Source: an optimization exercise on an open RTL-to-GDS flow (aim: small area and a short achievable clock period). Production flows keep margins and buffers that such runs may drop. In this exercise RTL edits were held to simulation tests only and were not proved equivalent to the original. Power and IR drop assume default switching activity.

===== flow/design.v =====
module AdderWrapper #(
    parameter WORD_WIDTH = 32
) (
    input clk,
    input reset_n,
    input [WORD_WIDTH-1:0] a,
    input [WORD_WIDTH-1:0] b,
    output cout,
    output [WORD_WIDTH-1:0] y
);
Adder #(.WORD_WIDTH(WORD_WIDTH)) adder_unit (
    .a(a), .b(b), .cout(cout), .y(y)
);
endmodule
module Adder #(
    parameter WORD_WIDTH = 32
) (
    input [WORD_WIDTH-1:0] a,
    input [WORD_WIDTH-1:0] b,
    output cout,
    output [WORD_WIDTH-1:0] y
);
wire [WORD_WIDTH:0] carry;
assign carry[0] = 1'b0;
assign cout = carry[WORD_WIDTH];
genvar witer;
generate
    for (witer = 0; witer < WORD_WIDTH; witer = witer+1) begin: FADDERS
        FullAdder fadd(.a(a[witer]), .b(b[witer]), .Cin(carry[witer]), .s(y[witer]), .Cout(carry[witer+1]));
    end
endgenerate
endmodule
module FullAdder (
    input a,
    input b,
    input Cin,
    output s,
    output Cout
);
assign s = a ^ b ^ Cin;
assign Cout = (a & b) | (a & Cin) | (b & Cin);
endmodule
module MultiplierWrapper #(
    parameter WORD_WIDTH = 8
) (
    input clk,
    input reset_n,
    input [WORD_WIDTH-1:0] a,
    input [WORD_WIDTH-1:0] b,
    output [WORD_WIDTH*2-1:0] y
);
Multiplier #(.WORD_WIDTH(WORD_WIDTH)) mul_unit (
    .a(a), .b(b), .y(y)
);
endmodule
module Multiplier #(
    parameter WORD_WIDTH = 8
) (
    input [WORD_WIDTH-1:0] a,
    input [WORD_WIDTH-1:0] b,
    output [WORD_WIDTH*2-1:0] y
);
assign y = a * b;
endmodule
module ProcessingElementWS #(
    parameter WORD_WIDTH = 8
) (
    input clk,       
    input reset_n,   
    input [1:0] control,   
    input  [WORD_WIDTH-1:0]   a_in,   
    input  [WORD_WIDTH*4-1:0] d_in,   
    output [WORD_WIDTH-1:0]   a_out,   
    output [WORD_WIDTH*4-1:0] d_out    
);
reg [WORD_WIDTH-1:0]   a_out_reg;
reg [WORD_WIDTH*4-1:0] psum_stored;
reg [WORD_WIDTH*4-1:0] weight_stored;
assign a_out = a_out_reg;
assign d_out = (control == 2'b01) ? weight_stored : psum_stored;
wire [WORD_WIDTH-1:0] w_val,     
                      a_val;     
wire [WORD_WIDTH*2-1:0] y_val;   
assign w_val = weight_stored[WORD_WIDTH-1:0];
assign a_val = a_out_reg;
Multiplier #(.WORD_WIDTH(WORD_WIDTH)) mul_unit (
    .a(w_val), .b(a_val), .y(y_val)
);
wire [WORD_WIDTH*4-1:0] ext_y_val,    
                        ps_out_val;   
wire ps_out_cout;   
assign ext_y_val = { {WORD_WIDTH*2{1'b0}}, y_val };
Adder #(.WORD_WIDTH(WORD_WIDTH*4)) add_unit (
    .a(ext_y_val), .b(d_in), .y(ps_out_val), .cout(ps_out_cout)
);
always @(posedge clk or negedge reset_n) begin
    if (!reset_n) begin
        a_out_reg <= 0;
        psum_stored <= 0;
        weight_stored <= 0;
    end 
    else begin
        case (control)
            2'b00: begin   
                a_out_reg <= 0;
                psum_stored <= 0;
                weight_stored <= 0;
            end
            2'b01: begin   
                weight_stored <= d_in;
            end
            2'b10: begin   
                a_out_reg <= a_in;
                psum_stored <= ps_out_val;
            end
            default: begin
                a_out_reg <= 0;
                psum_stored <= 0;
                weight_stored <= 0;
            end
        endcase
    end
end
endmodule
module SystolicArrayWS #(
    parameter ARR_WIDTH  = 8,
    parameter ARR_HEIGHT = 8,
    parameter WORD_WIDTH = 8
) (
    input clk,       
    input reset_n,   
    input [1:0] control,   
    input [WORD_WIDTH*ARR_WIDTH-1:0]  w_in_vec,   
    input [WORD_WIDTH*ARR_HEIGHT-1:0] a_in_vec,   
    output [WORD_WIDTH*4*ARR_WIDTH-1:0] ps_out_vec   
);
wire [WORD_WIDTH*4-1:0] w_in   [0:ARR_WIDTH-1];
wire [WORD_WIDTH-1:0]   a_in   [0:ARR_HEIGHT-1];
wire [WORD_WIDTH*4-1:0] ps_out [0:ARR_WIDTH-1];
genvar w_in_idx;
genvar a_in_idx;
genvar ps_out_idx;
generate
    for (w_in_idx = 0; w_in_idx < ARR_WIDTH; w_in_idx = w_in_idx+1) begin
        assign w_in[w_in_idx] = { {WORD_WIDTH*3{1'b0}}, w_in_vec[(w_in_idx+1)*WORD_WIDTH-1:w_in_idx*WORD_WIDTH] };
    end
    for (a_in_idx = 0; a_in_idx < ARR_HEIGHT; a_in_idx = a_in_idx+1) begin
        assign a_in[a_in_idx] = a_in_vec[(a_in_idx+1)*WORD_WIDTH-1:a_in_idx*WORD_WIDTH];
    end
    for (ps_out_idx = 0; ps_out_idx < ARR_WIDTH; ps_out_idx = ps_out_idx+1) begin
        assign ps_out_vec[(ps_out_idx+1)*WORD_WIDTH*4-1:ps_out_idx*WORD_WIDTH*4] = ps_out[ps_out_idx];
    end
endgenerate
wire [WORD_WIDTH-1:0]   a_in_arr [0:ARR_HEIGHT*ARR_WIDTH-1];
wire [WORD_WIDTH*4-1:0] d_in_arr [0:ARR_HEIGHT*ARR_WIDTH-1];
wire [WORD_WIDTH-1:0]   a_out_arr [0:ARR_HEIGHT*ARR_WIDTH-1];
wire [WORD_WIDTH*4-1:0] d_out_arr [0:ARR_HEIGHT*ARR_WIDTH-1];
genvar ro_idx;
genvar co_idx;
generate
    for (ro_idx = 0; ro_idx < ARR_HEIGHT; ro_idx = ro_idx+1) begin
        for (co_idx = 0; co_idx < ARR_WIDTH; co_idx = co_idx+1) begin
            ProcessingElementWS #(
                .WORD_WIDTH(WORD_WIDTH)
            ) pe_unit (
                .clk(clk), .reset_n(reset_n),
                .control(control),
                .a_in(a_in_arr[ro_idx*ARR_WIDTH+co_idx]), .d_in(d_in_arr[ro_idx*ARR_WIDTH+co_idx]),
                .a_out(a_out_arr[ro_idx*ARR_WIDTH+co_idx]), .d_out(d_out_arr[ro_idx*ARR_WIDTH+co_idx])
            );
        end
    end
    for (ro_idx = 0; ro_idx < ARR_HEIGHT-1; ro_idx = ro_idx+1) begin
        for (co_idx = 0; co_idx < ARR_WIDTH; co_idx = co_idx+1) begin
            assign d_in_arr[(ro_idx+1)*ARR_WIDTH+co_idx] = d_out_arr[ro_idx*ARR_WIDTH+co_idx];
        end
    end
    for (co_idx = 0; co_idx < ARR_WIDTH-1; co_idx = co_idx+1) begin
        for (ro_idx = 0; ro_idx < ARR_HEIGHT; ro_idx = ro_idx+1) begin
            assign a_in_arr[ro_idx*ARR_WIDTH+co_idx+1] = a_out_arr[ro_idx*ARR_WIDTH+co_idx];
        end
    end
    for (co_idx = 0; co_idx < ARR_WIDTH; co_idx = co_idx+1) begin
        assign d_in_arr[co_idx] = (control == 2'b01) ? w_in[co_idx] : 0;
        assign ps_out[co_idx] = d_out_arr[(ARR_HEIGHT-1)*ARR_WIDTH+co_idx];
    end
    for (ro_idx = 0; ro_idx < ARR_HEIGHT; ro_idx = ro_idx+1) begin
        assign a_in_arr[ARR_WIDTH*ro_idx] = a_in[ro_idx];
    end
endgenerate
endmodule

===== flow/run.sh =====
#!/bin/bash
# synth_recipe.tcl (not shown) runs the flow's synth.tcl, then flattens the netlist and writes it again
# the make line also repeats each setting of config.mk as NAME=value (left out here)
make -C /OpenROAD-flow-scripts/flow DESIGN_CONFIG=/design/flow/config.mk WORK_HOME=/design/flow/orfs CLKGATE_MAP_FILE= SYNTH_SCRIPT=/design/flow/synth_recipe.tcl finish

===== flow/config.mk =====
export PLATFORM = sky130hd
export DESIGN_NAME = SystolicArrayWS
export DESIGN_NICKNAME = SystolicArrayWS
export VERILOG_FILES = /design/flow/design.v
export SDC_FILE = /design/flow/constraint.sdc
export NUM_CORES = 8
export LEC_CHECK = 0
export CAP_MARGIN = 20
export CORE_MARGIN = 2
export CORE_UTILIZATION = 40
export SLEW_MARGIN = 20

===== flow/constraint.sdc =====
create_clock -name core_clock -period 11.0 [get_ports {clk}]
set_input_delay 2.2000 -clock core_clock [delete_from_list [all_inputs] [get_ports {clk}]]
set_output_delay 2.2000 -clock core_clock [all_outputs]
set_load 0.01 [all_outputs]

==> key figures, run 1 <==
Logic synthesis
  – Number of synthesized flops with an enable pin: 0
  – Ys flop type: dfrtp_1
  – Number of distinct library cells after synthesis: a little under 60
  – Cell area after synthesis: 272000 um2
  – Yosys warns: 2
  – Syn_area_per_cell: between 9 and 10 um2
  – Area contributors post-synth: dfrtp_1, fa_1, ha_1
  – Seq/Total Area, Yosys: 0.276
  – FF+latch count, synth: 3008
  – Yosys top cell by area: dfrtp_1
  – Async set or reset register ratio after synthesis: 1.00
  – Syn Inst Count: 28470
  – Yosys top cell area share: 0.276

Global route
  – GRT Total Usage: 0.214
  – First-pass GRT wire length: roughly 1200000 um
  – Vias in the first global route: a little over 200k
  – Antenna violations before repair: 43
  – Largest net degree at the start of global routing: 203
  – Grt ovf: 0

Timing
  – Ratio of final minimum period to clock period: 0.977
  – Min Hold Slack: about 0.45 ns
  – Min Tclk post-route: about 11 ns
  – Worst Tran Pin Value: 1.14 ns
  – Peak Freq: approximately 93 MHz
  – Skew final: 0.0547 ns
  – Final Setup Violations: 0
  – PnR worst setup slack: roughly 0.25 ns
  – Relative slew slack: 0.234
  – Final Max Slew Viols: 0
  – Final hold vios: 0

Clocking
  – # hold bufs at CTS: 0
  – CTS Sinks: ~3000
  – Inserted Clock Buffers: between 300 and 400
  – Clock network latency to the later pin of the worst-skew pair: ~1.1 ns
  – Root Driver: clkbuf_16
  – Worst-case clock buffer depth: 4
  – CTS clock-pin slew for the worst setup and hold paths: approximately 0.060 ns
  – Htree depth: 5
  – CTS tree: done

Power
  – Static leakage: 0.163 uW
  – Clock power frac: 0.502
  – Reg power frac: 0.451
  – Logic gate share of total power: 0.047
  – Switching share of power: 0.250
  – Psw: between 6000 and 7000 uW
  – Worst VDD drop: between 100 and 150 uV
  – Power density cells: roughly 85 nW/um2
  – Internal power: 18900 uW

Detailed routing
  – Detailed Routing Iterations Pass 1: 5
  – # DRC: 0
  – Vias per cell: roughly 5.2
  – 1st-iter DRT viols: around 13000
  – Drt wl/cell: roughly 20 um
  – Total number of vias: about 190k
  – Post-DRT Antenna Nets: 0
  – Post-Route WL: ~730000 um

Setup path
  – Most used cell, CP: fa_1
  – Crit end category: flip-flop
  – Setup CP Type: input port to flip-flop
  – WP data required: about 12 ns
  – CP max FO: 11
  – CP arrival: between 10 and 15 ns
  – Slowest CP cell: clkdlybuf4s50_1
  – Slowest stage delay, CP: 0.50 ns
  – CP startpoint kind: input port

Place
  – Routability Congestion: about 0.9
  – Hpwl dp: approximately 570000 um
  – IO buf count: 323
  – Setup WS pre-CTS: -0.907 ns

Cells and area
  – Layout Utilization: 0.436
  – Nets: 33825
  – Share of layout cells above drive strength 1: 0.0405
  – Max FFs per register: approximately 1300
  – Area growth syn-to-layout: 8.84%

Floorplan
  – FP Rows: 303
  – Die Ht: 829 um
  – Initial Util: 0.401
  – Core ar.: approximately 700000 um2
  – Die area: 688000 um2
  – # IOs: between 300 and 400
  – Die width: between 800 and 900 um

Worst hold path
  – HP Class: flip-flop to flip-flop

Run status
  – Status: finished clean

Run
  – Max-capacitance violation count: 0
[cell families after synthesis]
group	count (synthesis)	share of synthesized area
xor+xnor	646	0.0208
flops	3008	0.276
buf+inv	5087	0.0715
other cells	1	0.0000138
compound gates	3853	0.107
fa+ha+maj	5856	0.357
mux	108	0.00397
simple gates	9911	0.163
[cell usage after synthesis (60+ instances only)]
master,number
xnor2_1,382
nor3_1,92
dfrtp_1,3008
and2_1,2381
clkbuf_1,1583
o21a_1,175
buf_4,64
nand3_1,66
a211oi_1,156
ha_1,2656
inv_1,3279
o21ai_0,628
a21oi_1,341
a21o_1,341
a22o_1,1760
fa_1,3200
nor2_1,342
o21bai_1,60
nor2b_1,130
xor2_1,264
mux2i_1,108
o31ai_1,62
buf_2,109
nand2_1,6719
[placed cells by master, fill, tap and decap left out, drive strengths merged, types with 49 or more instances in the layout]
cell type,n
clkdlybuf4s50,321
a22o,1760
clkbuf,490
ha,2656
mux2i,108
clkinv,75
nand3,66
o21ai,632
a211oi,156
xnor2,382
o31ai,62
and2,2381
a21oi,359
conb,64
nor2,342
inv,3301
nor2b,130
dfrtp,3008
o31a,49
o21a,175
a21o,341
nor3,92
xor2,264
fa,3200
o21bai,60
buf,432
nand2,6719
[power groups by stage]
stage	sequential, uW	clock [uW]	combinational [uW]
after floorplan	11400	0	693
after global placement	11600	0	1180
after detailed placement	11600	0	1190
after CTS	11400	13000	1200
after global routing	11400	13400	1310
final	11400	12600	1180
[area by class of cell]
class	count	area (um2)
Clock buffer	489	10200
Multi-Input combinational cell	20438	178000
Inverter	3279	12300
Tap cell	8997	11300
Fill cell	65032	383000
Sequential cell	3008	75300
Clock inverter	156	2170
Antenna cell	18	45.0
Timing Repair Buffer	755	7190
[routing by layer]
layer	global-route usage	wire length, um	vias up
met5	0	96	-
met4	0.0455	16600	14
met3	0.0262	38400	753
met2	0.321	313000	4352
met1	0.332	362000	98088
li1	-	-	89592
[repair_timing]
action | 4_1_cts | 5_1_grt
endpoints found under the setup margin | 0 | 23
buffers inserted | 0 | 3
resized for setup | 0 | 9
[path summary, 6_finish.rpt]
path | startpoint | end | slack [ns] | cells past startpoint
max reg2reg | genblk4[6].genblk1[6].pe_unit.weight_stored[3] | genblk4[6].genblk1[6].pe_unit.psum_stored[21] | 1.06 | 28
max | control[1] | genblk4[5].genblk1[7].pe_unit.psum_stored[20] | 0.25 | 31
min | genblk4[4].genblk1[5].pe_unit.weight_stored[18] | genblk4[5].genblk1[5].pe_unit.weight_stored[18] | 0.45 | 2
max in group asynchronous | reset_n | genblk4[5].genblk1[7].pe_unit.psum_stored[6] | 7.56 | 3
min reg2reg | genblk4[4].genblk1[5].pe_unit.weight_stored[18] | genblk4[5].genblk1[5].pe_unit.weight_stored[18] | 0.45 | 2
min in group asynchronous | reset_n | genblk4[2].genblk1[5].pe_unit.weight_stored[3] | 1.15 | 1
[worst max-delay path: cells and delay by family]
| kind | cells | cell delay (ns) |
|---|---|---|
| AO/OA/AOI/OAI | 1 | 0.19 |
| AND/OR/NAND/NOR | 3 | 0.29 |
| buffers and inverters | 6 | 1.18 |
| adder cells (fa/ha/maj) | 21 | 7.75 |
[per-stage QoR]
| stage | power [uW] | TNS (ns) | std cells | instance area, um2 |
|---|---|---|---|---|
| floorplan | 12100 | -0.0582 | 28533 | 273000 |
| global placement | 12700 | -111.16 | 36471 | 284000 |
| detailed placement | 12800 | -132.10 | 36471 | 284000 |
| CTS | 25500 | 0 | 37116 | 296000 |
| global route | 26100 | -0.00260 | 37137 | 296000 |
| finish | 25200 | 0 | 37140 | 296000 |
==> run 2, diff against run 1 <==
==> flow/design.v (replaced) <==
module AdderWrapper #(
    parameter WORD_WIDTH = 32
) (
    input clk,
    input reset_n,
    input [WORD_WIDTH-1:0] a,
    input [WORD_WIDTH-1:0] b,
    output cout,
    output [WORD_WIDTH-1:0] y
);
Adder #(.WORD_WIDTH(WORD_WIDTH)) adder_unit (
    .a(a), .b(b), .cout(cout), .y(y)
);
endmodule
module Adder #(
    parameter WORD_WIDTH = 32
) (
    input [WORD_WIDTH-1:0] a,
    input [WORD_WIDTH-1:0] b,
    output cout,
    output [WORD_WIDTH-1:0] y
);
wire [WORD_WIDTH:0] carry;
assign carry[0] = 1'b0;
assign cout = carry[WORD_WIDTH];
genvar witer;
generate
    for (witer = 0; witer < WORD_WIDTH; witer = witer+1) begin: FADDERS
        FullAdder fadd(.a(a[witer]), .b(b[witer]), .Cin(carry[witer]), .s(y[witer]), .Cout(carry[witer+1]));
    end
endgenerate
endmodule
module FullAdder (
    input a,
    input b,
    input Cin,
    output s,
    output Cout
);
assign s = a ^ b ^ Cin;
assign Cout = (a & b) | (a & Cin) | (b & Cin);
endmodule
module MultiplierWrapper #(
    parameter WORD_WIDTH = 8
) (
    input clk,
    input reset_n,
    input [WORD_WIDTH-1:0] a,
    input [WORD_WIDTH-1:0] b,
    output [WORD_WIDTH*2-1:0] y
);
Multiplier #(.WORD_WIDTH(WORD_WIDTH)) mul_unit (
    .a(a), .b(b), .y(y)
);
endmodule
module Multiplier #(
    parameter WORD_WIDTH = 8
) (
    input [WORD_WIDTH-1:0] a,
    input [WORD_WIDTH-1:0] b,
    output [WORD_WIDTH*2-1:0] y
);
assign y = a * b;
endmodule
module ProcessingElementWS #(
    parameter WORD_WIDTH = 8,
    parameter PS_IN_W    = 16,    
    parameter PS_OUT_W   = 16
) (
    input clk,
    input reset_n,
    input ld,    
    input cp,    
    input  [WORD_WIDTH-1:0] a_in,
    input  [WORD_WIDTH-1:0] w_in,
    input  [(PS_IN_W>0?PS_IN_W:1)-1:0] ps_in,
    output [WORD_WIDTH-1:0] a_out,
    output [WORD_WIDTH-1:0] w_out,
    output [PS_OUT_W-1:0]   ps_out
);
reg [WORD_WIDTH-1:0] a_reg;
reg [WORD_WIDTH-1:0] w_reg;
reg [PS_OUT_W-1:0]   ps_reg;
assign a_out  = a_reg;
assign w_out  = w_reg;
assign ps_out = ps_reg;
wire [PS_OUT_W-1:0] ps_next;
generate
    if (PS_IN_W > 0) begin : g_acc
        assign ps_next = ps_in + w_reg * a_reg;
    end else begin : g_first
        assign ps_next = w_reg * a_reg;
    end
endgenerate
always @(posedge clk or negedge reset_n) begin
    if (!reset_n) begin
        a_reg  <= 0;
        w_reg  <= 0;
        ps_reg <= 0;
    end else if (cp) begin
        a_reg  <= a_in;
        ps_reg <= ps_next;
    end else if (ld) begin
        w_reg  <= w_in;
    end else begin
        a_reg  <= 0;
        w_reg  <= 0;
        ps_reg <= 0;
    end
end
endmodule
module SystolicArrayWS #(
    parameter ARR_WIDTH  = 8,
    parameter ARR_HEIGHT = 8,
    parameter WORD_WIDTH = 8
) (
    input clk,
    input reset_n,
    input [1:0] control,
    input [WORD_WIDTH*ARR_WIDTH-1:0]  w_in_vec,
    input [WORD_WIDTH*ARR_HEIGHT-1:0] a_in_vec,
    output [WORD_WIDTH*4*ARR_WIDTH-1:0] ps_out_vec
);
function integer psw;
    input integer r;
    begin
        psw = (r == 0) ? 16 : (r == 1) ? 17 : (r <= 3) ? 18 : 19;
    end
endfunction
localparam PW = 19;    
wire ld = ~control[1] &  control[0];
wire cp =  control[1] & ~control[0];
wire [WORD_WIDTH-1:0] a_w [0:ARR_HEIGHT-1][0:ARR_WIDTH];
wire [WORD_WIDTH-1:0] w_w [0:ARR_HEIGHT][0:ARR_WIDTH-1];
wire [PW-1:0]         p_w [0:ARR_HEIGHT][0:ARR_WIDTH-1];
genvar r, c;
generate
    for (r = 0; r < ARR_HEIGHT; r = r + 1) begin : g_a
        assign a_w[r][0] = a_in_vec[r*WORD_WIDTH +: WORD_WIDTH];
    end
    for (c = 0; c < ARR_WIDTH; c = c + 1) begin : g_w
        assign w_w[0][c] = w_in_vec[c*WORD_WIDTH +: WORD_WIDTH];
        assign p_w[0][c] = {PW{1'b0}};
    end
    for (r = 0; r < ARR_HEIGHT; r = r + 1) begin : g_row
        for (c = 0; c < ARR_WIDTH; c = c + 1) begin : g_col
            wire [psw(r)-1:0] ps_o;
            ProcessingElementWS #(
                .WORD_WIDTH(WORD_WIDTH),
                .PS_IN_W(r == 0 ? 0 : psw(r-1)),
                .PS_OUT_W(psw(r))
            ) pe_unit (
                .clk(clk), .reset_n(reset_n), .ld(ld), .cp(cp),
                .a_in(a_w[r][c]), .w_in(w_w[r][c]),
                .ps_in(p_w[r][c][(r == 0 ? 1 : psw(r-1))-1:0]),
                .a_out(a_w[r][c+1]), .w_out(w_w[r+1][c]), .ps_out(ps_o)
            );
            assign p_w[r+1][c] = {{(PW-psw(r)){1'b0}}, ps_o};
        end
    end
    for (c = 0; c < ARR_WIDTH; c = c + 1) begin : g_out
        assign ps_out_vec[c*32 +: 32] = ld ? {{(32-WORD_WIDTH){1'b0}}, w_w[ARR_HEIGHT][c]}
                                           : {{(32-PW){1'b0}}, p_w[ARR_HEIGHT][c]};
    end
endgenerate
endmodule
==> key figures, run 2 <==
Logic synthesis
  – Yosys top cell by area: dfrtp_1
  – FF+latch count, synth: 2184 (-27%)
  – Area contributors post-synth: dfrtp_1, fa_1, ha_1
  – Yosys top cell area share: 0.218 (-0.0584)
  – Syn_area_per_cell: 9.26 um2 (-3.2%)
  – Ys flop type: dfrtp_1
  – Seq/Total Area, Yosys: 0.218 (-0.0584)
  – Number of synthesized flops with an enable pin: 0 (unchanged)
  – Commonest cells in the synthesized netlist: inv_1, ha_1, and2_1
  – Syn Inst Count: 27086 (-4.9%)
  – Async set or reset register ratio after synthesis: 1.00 (unchanged)
  – Yosys warns: 7 (+5)
  – Cell area after synthesis: 251000 um2 (-7.9%)
  – Top-count cell post-synth: inv_1
  – Number of distinct library cells after synthesis: 90 (+53%)

Detailed routing
  – Post-DRT Antenna Nets: 0 (unchanged)
  – Drt wl/cell: 17.4 um (-11%)
  – Detailed Routing Iterations Pass 1: 5 (unchanged)
  – Total number of vias: 182664 (-5.3%)
  – Post-Route WL: 613000 um (-16%)
  – # DRC: 0 (unchanged)
  – Vias per cell: 5.19 (about the same)
  – 1st-iter DRT viols: 9789 (-27%)

Floorplan
  – Die area: 633000 um2 (-7.9%)
  – Core ar.: 624000 um2 (-8.2%)
  – Die width: 796 um (-4.0%)
  – Die Ht: 796 um (-4.0%)
  – FP Rows: 290 (-4.3%)
  – # IOs: 388 (unchanged)
  – Initial Util: 0.402 (+0.00111)

Cells and area
  – Max FFs per register: 1160 (-12%)
  – Nets: 32321 (-4.4%)
  – Share of layout cells above drive strength 1: 0.0259 (-0.0146)
  – Highest-count cells in the layout ignoring fill and taps: inv_1, ha_1, and2_1, fa_1, nand2_1
  – Area growth syn-to-layout: 7.74%
  – Most common cell after layout, fill and taps aside: inv_1

Global route
  – GRT Total Usage: 0.194 (-0.0202)
  – Grt ovf: 0 (unchanged)
  – Antenna violations before repair: 63 (+47%)
  – First-pass GRT wire length: 1020000 um (-14%)
  – Largest net degree at the start of global routing: 172 (-15%)
  – Vias in the first global route: 186097 (-7.6%)

Power
  – Worst VDD drop: 118 uV (-4.1%)
  – Static leakage: 0.143 uW (-12%)
  – Power density cells: 69.8 nW/um2 (-18%)

Clocking
  – Htree depth: 5 (unchanged)
  – CTS Sinks: 2184 (-27%)
  – # resized after CTS: 0 (unchanged)
  – CTS clock-pin slew for the worst setup and hold paths: 0.05 ns (about the same)
  – Inserted Clock Buffers: 283 (-20%)
  – Worst-case clock buffer depth: 4 (unchanged)
  – CTS tree: done
  – # hold bufs at CTS: 0 (unchanged)
  – Root Driver: clkbuf_16
  – Clock network latency to the later pin of the worst-skew pair: 0.99 ns (-0.06 ns)
  – Post-CTS Setup Bufs: 0 (unchanged)

Timing
  – Min Tclk post-route: 7.24 ns (-3.50 ns)
  – Skew final: 0.0434 ns (-0.0113 ns)
  – Final hold vios: 0 (unchanged)
  – Final Max Slew Viols: 0 (unchanged)
  – Ratio of final minimum period to clock period: 0.658 (-0.319)
  – Peak Freq: 138 MHz (+48%)
  – RSZ-0062 raised after global routing: false
  – Worst Tran Pin Value: 1.02 ns (-0.120 ns)
  – Min Hold Slack: 0.471 ns (+0.0167 ns)
  – Relative slew slack: 0.322 (+0.0878)
  – Final Setup Violations: 0 (unchanged)
  – Post-Route Setup TNS: 0 ns (unchanged)

Run
  – Max-capacitance violation count: 0 (unchanged)

Setup path
  – CP max FO: 105 (+94)
  – Setup CP Type: input port to primary output
  – Crit-path cells: buf_2 > buf_4 > nor2b_4 > buf_12 > mux2_2 > clkdlybuf4s50_1
  – Critical path origin: control[1]
  – Slowest stage delay, CP: 0.76 ns (+0.26 ns)
  – CP startpoint kind: input port
  – Slowest CP cell: nor2b_4
  – Delay-heaviest family, CP: buffers and inverters
  – Crit end category: primary output
  – RR Startpoint: g_row[7].g_col[0].pe_unit.w_reg[3]
  – Worst path bufs/invs: 4 (-2)
  – WP data required: 8.80 ns (-3.09 ns)
  – CP arrival: 5.04 ns (-6.60 ns)

Worst hold path
  – Min-Delay Startpoint: g_row[7].g_col[7].pe_unit.ps_reg[11]
  – HP Class: flip-flop to flip-flop

Place
  – Routability Congestion: 0.877 (-1.3%)
  – IO buf count: 283 (-12%)
  – Hpwl dp: 480000 um (-16%)

Run status
  – Status: finished clean
-- run 2: cell types whose count changed after synthesis, sizes merged, moves of 170 or more --
cell	previous run	this run
nand2	6719	2323
clkbuf	1583	1080
dfrtp	3008	2184
a21o	341	575
xnor2	382	843
ha	2656	3224
o21ai	632	1421
inv	3279	3796
a21oi	359	1126
o21bai	60	230
and2	2381	3220
xor2	264	629
fa	3200	2360
a22o	1760	1176
-- run 2: cells by family after synthesis --
logic type | count (synthesis) | synth area share
fa+ha+maj | 5584 | 0.349
simple gates | 7132 | 0.149
compound gates | 5598 | 0.151
other cells | 1 | 0.0000150
buf+inv | 5033 | 0.0770
mux | 82 | 0.00360
xor+xnor | 1472 | 0.0514
flops | 2184 | 0.218
-- run 2: area by class of cell --
type / instances / area (um2)
Antenna cell: 19 / 47.5
Clock buffer: 369 / 7970
Clock inverter: 135 / 1690
Fill cell: 60690 / 354000
Inverter: 3796 / 14200
Multi-Input combinational cell: 19972 / 177000
Sequential cell: 2184 / 54700
Tap cell: 8322 / 10400
Timing Repair Buffer: 368 / 3930
-- run 2: report_power, final --
part	internal [uW]	switching [uW]	leakage [uW]
clock	5750	4030	0.00470
combinational	191	580	0.108
sequential	8100	205	0.0304
-- run 2: metrics by stage --
stage | area [um2] | setup WS (ns) | power [uW] | util | instances
final | 270000 | 3.76 | 18900 | 0.433 | 35165
after global routing | 270000 | 3.66 | 19600 | 0.433 | 35149
after CTS | 270000 | 3.72 | 19200 | 0.433 | 35146
after detailed placement | 260000 | 3.73 | 9240 | 0.417 | 34642
after global placement | 260000 | 3.75 | 9230 | 0.417 | 34642
after floorplan | 251000 | 5.11 | 8790 | - | 27189
-- run 2: worst reg2reg max path, stage by stage (launching register included) --
cell and delay, ns:
dfrtp_1 0.70, and2_1 0.36, fa_1 0.44, fa_1 0.49
inv_1 0.05, fa_1 0.48, fa_1 0.49, inv_1 0.04
ha_1 0.30, a21oi_1 0.23, o21bai_1 0.12, a21oi_1 0.32
o21bai_1 0.10, a21oi_1 0.19, xnor2_1 0.14, ha_1 0.31
a21oi_1 0.24, o21a_1 0.17, o21ai_0 0.08, a21o_1 0.18
a221oi_1 0.69, nor2_1 0.17, xor2_1 0.18, a22o_1 0.20
-- run 2: routing by layer --
metal  GRT usage  share of wire  vias to the layer above
li1            -              -                    88474
met1       0.290           0.50                    90974
met2       0.305           0.44                     2481
met3      0.0227          0.038                      669
met4      0.0337          0.018                       66
met5           0        0.00068                        -
-- run 2: final timing paths --
path                                                              to  slack [ns]  depth (start not counted)
worst min-delay path            g_row[7].g_col[7].pe_unit.ps_reg[11]        0.47                          2
max in group asynchronous        g_row[7].g_col[6].pe_unit.ps_reg[4]        7.74                          3
worst min register to register  g_row[7].g_col[7].pe_unit.ps_reg[11]        0.47                          2
min in group asynchronous         g_row[0].g_col[7].pe_unit.w_reg[3]        1.16                          1
worst max register to register  g_row[7].g_col[0].pe_unit.ps_reg[18]        4.21                         23
worst max-delay path                                  ps_out_vec[71]        3.76                          6

==> static timing again, ports no longer ideal <==
The results above use ideal ports. As a check the final layouts listed here were re-extracted and re-timed, cells and wires unchanged. Step 1 (the two cells are an assumption about what drives the block):
set clk [get_ports {clk}]
set_driving_cell -lib_cell sky130_fd_sc_hd__clkbuf_16 $clk
set_driving_cell -lib_cell sky130_fd_sc_hd__buf_2 [delete_from_list [all_inputs] $clk]
Step 2 moves the port delays by t, midway between the first and last clock arrival at a register: inputs arrive t later, outputs are due t later. That takes back most of the time a late clock gives input paths. Slacks: no drivers / after step 1 / after step 2; pairs: no drivers / after step 1.
run	t, ns	setup slack, ns	hold WS [ns]	worst setup path at the end
run 1	1.141	0.253 / 0.244 / -0.897	0.454 / 0.454 / 0.454	input to register
run 2	1.088	3.758 / 3.740 / 3.740	0.471 / 0.471 / 0.471	input to output
With both steps, setup timing fails in run 1, where it was met with ideal ports. For run 1, which loses most, drivers alone change the setup slack by -0.009 ns; drivers and shift together by -1.150 ns.
